From an optimization exercise on the open Yosys and OpenROAD flow, aimed at small area; shortcuts taken in it are not production practice. Function was checked by simulation only, so behaviour that the tests miss may differ from the original. Power and IR drop assume default switching activity.

## red
==> flow/design.v (excerpt) <==
module taxi_controller(input clk,               
                       input rst_n,             
                       input key_1,             
                       input key_2,             
                       input key_3,             
                       input key_4,             
                       output wire [31:0] digit,
                       output wire [7:0] LED_G,
                       output wire [7:0] LED_Y,
                       output wire [7:0] LED_R);
Settings: LEC_CHECK=0, CAP_MARGIN=20, CORE_MARGIN=2, CORE_UTILIZATION=55, CTS_BUF_LIST=sky130_fd_sc_hd__clkbuf_8, SLEW_MARGIN=20; clock period 10.0 ns.
standard.sh (not shown) runs the stock make flow with config.mk's settings and CLKGATE_MAP_FILE= SYNTH_SCRIPT=/design/flow/synth_recipe.tcl, a recipe that flattens the netlist after the stock synthesis.
==> flow/flow/run.sh <==
#!/bin/bash
# Own layout flow: the standard synthesis, then an area-oriented re-mapping
# of the combinational logic between the registers (the registers, their names
# and cell types are left exactly as the standard synthesis made them), then
# the standard layout steps. Each tool's output goes to a log_*.txt here.
set -euo pipefail
W=$PWD
F=$W/flow
R=$W/orfs/results/$FLOW_PLATFORM/taxi_controller/base
LIB=$FLOW_HOME/platforms/$FLOW_PLATFORM/lib/sky130_fd_sc_hd__tt_025C_1v80.lib

# 1. standard synthesis
bash standard.sh synth > $W/log_1_synth_standard.txt 2>&1
cp $R/1_2_yosys.v $W/netlist_standard.v

# 2. re-map the combinational logic for area; ABC checks the result (cec)
DU=""
for c in $(cat $F/dont_use.txt); do DU="$DU -dont_use $c"; done
{ echo -n "write_blif $W/pre_remap.blif; "; tr '\n' ' ' < $F/remap.abc; echo "; cec $W/pre_remap.blif"; } > $W/remap_run.abc
yosys -l $W/log_2_remap.txt -p "
read_liberty -ignore_miss_func $LIB
read_verilog $W/netlist_standard.v
hierarchy -top $FLOW_TOP
blackbox sky130_fd_sc_hd__df* sky130_fd_sc_hd__edf* sky130_fd_sc_hd__sdf* sky130_fd_sc_hd__dl* sky130_fd_sc_hd__conb_1
flatten
opt -purge
abc -liberty $LIB $DU -script $W/remap_run.abc
opt_clean -purge
hilomap -singleton -hicell sky130_fd_sc_hd__conb_1 HI -locell sky130_fd_sc_hd__conb_1 LO
splitnets
opt_clean -purge
rename -enumerate -pattern remap_%
select -assert-none t:\$_*
write_verilog -noattr -nohex -nodec $W/netlist_remap.v
tee -o $W/remap_stat.txt stat -liberty $LIB
" > /dev/null 2>&1 || true
if grep -q "Networks are equivalent" $W/log_2_remap.txt && [ -s $W/netlist_remap.v ]; then
    cp $W/netlist_remap.v $R/1_2_yosys.v
    echo "remapped netlist used" > $W/remap_used.txt
else
    echo "remap failed: standard netlist kept" > $W/remap_used.txt
fi

# 3. rebuild the synthesis database from the netlist, then the standard layout
bash standard.sh synth > $W/log_1_synth_odb.txt 2>&1
bash standard.sh "BUFFER_PORTS_ARGS=-buffer_cell sky130_fd_sc_hd__buf_1" finish > $W/log_3_layout.txt 2>&1
==> flow/flow/remap.abc <==
strash; ifraig; scorr; dc2; strash; &get -n; &synch2; &dch -f; &nf -a -R 1000; &put; mfs2; strash; &get -n; &dch -f; &nf -a -R 1000; &put; topo
Other scripts of this flow, unchanged in this note and not shown: flow/flow/dont_use.txt
What blue does differently from red at the input level:
- clearing CTS_BUF_LIST, which used to be sky130_fd_sc_hd__clkbuf_8
diff --git a/flow/flow/run.sh b/flow/flow/run.sh
--- a/flow/flow/run.sh
+++ b/flow/flow/run.sh
@@ -15,7 +15,10 @@
 
-# 2. re-map the combinational logic for area; ABC checks the result (cec)
+# 2. re-map the combinational logic for area with each ABC script in remap.abc
+#    (one per line); ABC proves each result equivalent (cec); keep the smallest.
 DU=""
 for c in $(cat $F/dont_use.txt); do DU="$DU -dont_use $c"; done
-{ echo -n "write_blif $W/pre_remap.blif; "; tr '\n' ' ' < $F/remap.abc; echo "; cec $W/pre_remap.blif"; } > $W/remap_run.abc
-yosys -l $W/log_2_remap.txt -p "
+remap() {
+    local i=$1 scr=$2
+    { echo -n "write_blif $W/pre_remap_$i.blif; "; echo -n "$scr"; echo "; cec $W/pre_remap_$i.blif"; } > $W/remap_run_$i.abc
+    yosys -l $W/log_2_remap_$i.txt -p "
 read_liberty -ignore_miss_func $LIB
@@ -26,3 +29,3 @@
 opt -purge
-abc -liberty $LIB $DU -script $W/remap_run.abc
+abc -liberty $LIB $DU -script $W/remap_run_$i.abc
 opt_clean -purge
@@ -32,9 +35,24 @@
 rename -enumerate -pattern remap_%
-select -assert-none t:\$_*
-write_verilog -noattr -nohex -nodec $W/netlist_remap.v
-tee -o $W/remap_stat.txt stat -liberty $LIB
+select -assert-none t:\$_* t:\$lut t:\$sop
+write_verilog -noattr -nohex -nodec $W/netlist_remap_$i.v
+tee -o $W/remap_stat_$i.txt stat -liberty $LIB
 " > /dev/null 2>&1 || true
-if grep -q "Networks are equivalent" $W/log_2_remap.txt && [ -s $W/netlist_remap.v ]; then
-    cp $W/netlist_remap.v $R/1_2_yosys.v
-    echo "remapped netlist used" > $W/remap_used.txt
+}
+i=0
+while IFS= read -r scr; do
+    [ -z "$scr" ] && continue
+    i=$((i+1)); remap $i "$scr" &
+done < $F/remap.abc
+wait
+best=""; besta=""
+for s in $W/remap_stat_*.txt; do
+    i=${s##*_}; i=${i%.txt}
+    grep -q "Networks are equivalent" $W/log_2_remap_$i.txt || continue
+    [ -s $W/netlist_remap_$i.v ] || continue
+    a=$(grep "Chip area" $s | awk '{print $NF}')
+    if [ -z "$besta" ] || awk "BEGIN{exit !($a < $besta)}"; then best=$i; besta=$a; fi
+done
+if [ -n "$best" ]; then
+    cp $W/netlist_remap_$best.v $R/1_2_yosys.v
+    echo "remapped netlist $best used, area $besta" > $W/remap_used.txt
 else
@@ -45,2 +63,2 @@
 bash standard.sh synth > $W/log_1_synth_odb.txt 2>&1
-bash standard.sh "BUFFER_PORTS_ARGS=-buffer_cell sky130_fd_sc_hd__buf_1" finish > $W/log_3_layout.txt 2>&1
+bash standard.sh "BUFFER_PORTS_ARGS=-buffer_cell sky130_fd_sc_hd__buf_1" "CTS_ARGS=-sink_clustering_enable -repair_clock_nets -dont_use_dummy_load -buf_list $(cat $F/cts_bufs.txt)" finish > $W/log_3_layout.txt 2>&1
==> flow/flow/cts_bufs.txt (new file) <==
sky130_fd_sc_hd__clkbuf_8
==> flow/flow/remap.abc <==
strash; ifraig; scorr; dc2; strash; &get -n; &synch2; &dch -f; &nf -a -R 1000; &put; mfs2; strash; &get -n; &dch -f; &nf -a -R 1000; &put; topo
strash; &get -n; &deepsyn -S 1 -T 25; &put; strash; &get -n; &dch -f; &nf -a -R 1000; &put; topo
strash; &get -n; &deepsyn -S 2 -T 25; &put; strash; &get -n; &dch -f; &nf -a -R 1000; &put; topo
strash; &get -n; &deepsyn -S 3 -T 25; &put; strash; &get -n; &dch -f; &nf -a -R 1000; &put; topo
==> comparison <==
Looking at fraction of area in registers, blue sits above red.
There was hardly any difference in final-layout non-clock buffer area share between blue and red.
The final reports for blue and red show standard cell area after detailed placement lower in the former.
Clock power, blue vs red: down by more than a quarter
blue vs red on cell area: blue is the lower one.
The following lists how green was set up differently from blue:
- CTS_BUF_LIST newly set to sky130_fd_sc_hd__clkbuf_4 sky130_fd_sc_hd__clkbuf_8
==> flow/flow/run.sh <==
#!/bin/bash
# Own layout flow: the standard synthesis, then an area-oriented re-mapping
# of the combinational logic between the registers (the registers, their names
# and cell types are left exactly as the standard synthesis made them), then
# the standard layout steps. Each tool's output goes to a log_*.txt here.
set -euo pipefail
W=$PWD
F=$W/flow
R=$W/orfs/results/$FLOW_PLATFORM/taxi_controller/base
LIB=$FLOW_HOME/platforms/$FLOW_PLATFORM/lib/sky130_fd_sc_hd__tt_025C_1v80.lib

# 1. standard synthesis
bash standard.sh synth > $W/log_1_synth_standard.txt 2>&1
cp $R/1_2_yosys.v $W/netlist_standard.v

# 2. re-map the combinational logic for area; ABC checks the result (cec)
DU=""
for c in $(cat $F/dont_use.txt); do DU="$DU -dont_use $c"; done
{ echo -n "write_blif $W/pre_remap.blif; "; tr '\n' ' ' < $F/remap.abc; echo "; cec $W/pre_remap.blif"; } > $W/remap_run.abc
yosys -l $W/log_2_remap.txt -p "
read_liberty -ignore_miss_func $LIB
read_verilog $W/netlist_standard.v
hierarchy -top $FLOW_TOP
blackbox sky130_fd_sc_hd__df* sky130_fd_sc_hd__edf* sky130_fd_sc_hd__sdf* sky130_fd_sc_hd__dl* sky130_fd_sc_hd__conb_1
flatten
opt -purge
abc -liberty $LIB $DU -script $W/remap_run.abc
opt_clean -purge
hilomap -singleton -hicell sky130_fd_sc_hd__conb_1 HI -locell sky130_fd_sc_hd__conb_1 LO
splitnets
opt_clean -purge
rename -enumerate -pattern remap_%
select -assert-none t:\$_*
write_verilog -noattr -nohex -nodec $W/netlist_remap.v
tee -o $W/remap_stat.txt stat -liberty $LIB
" > /dev/null 2>&1 || true
if grep -q "Networks are equivalent" $W/log_2_remap.txt && [ -s $W/netlist_remap.v ]; then
    cp $W/netlist_remap.v $R/1_2_yosys.v
    echo "remapped netlist used" > $W/remap_used.txt
else
    echo "remap failed: standard netlist kept" > $W/remap_used.txt
fi

# 3. rebuild the synthesis database from the netlist, then the standard layout
bash standard.sh synth > $W/log_1_synth_odb.txt 2>&1
bash standard.sh "BUFFER_PORTS_ARGS=-buffer_cell sky130_fd_sc_hd__buf_1" finish > $W/log_3_layout.txt 2>&1
==> flow/flow/remap.abc <==
strash; ifraig; scorr; dc2; strash; &get -n; &synch2; &dch -f; &nf -a -R 1000; &put; mfs2; strash; &get -n; &dch -f; &nf -a -R 1000; &put; topo
removed: flow/flow/cts_bufs.txt
==> comparison <==
From blue to green the numbers moved as follows: number of hold violations in the final report held; fraction of power spent switching nets went up 1.4 points.
Hold slack essentially unchanged between green and blue.
When the final numbers for green and blue were put side by side, the relative area of clock buffers and inverters in the final design turned out to be greater in green.
Between blue and green, the flow reports die area increasing by a few percent.
Number of instances in the synthesized netlist ended up 46 higher on green than on blue.
Looking at clock tree buffer count of the final layout across green and blue, the one that comes out lower is blue.
In the tables for green and blue, final cell count reads lower with blue.
Looking at total track usage across green and blue, the one that comes out higher is blue.

[what the ideal ports hide]
Ports are ideal in the flow. The routed layouts listed here were re-timed in OpenROAD.
Step 1: set_driving_cell puts a clkbuf_16 on clk and a buf_2 on each other input, an assumption about the parent block.
Step 2 adds t to the input delays and takes it off the output delays; t is the mean of the earliest and latest rising clock arrival at the registers after step 1. Input paths then give back, and output paths get back, about the clock's delay inside the block.
a / b / c = ideal / step 1 / step 2; a / b = the first two.
run | shift t [ns] | setup WS [ns] | worst slew at a driven data input, ns | cell pins on the clock port's net
red | 0.479 | 3.049 / 3.007 / 3.007 | 0.04 | 1
blue | 0.478 | 3.139 / 3.082 / 3.082 | 0.05 | 1
green | 0.481 | 3.043 / 3.000 / 3.000 | 0.04 | 1
After both steps setup and hold are still met in every run listed. For blue, which loses most, drivers alone change the setup slack by -0.057 ns; drivers and shift together by -0.057 ns.
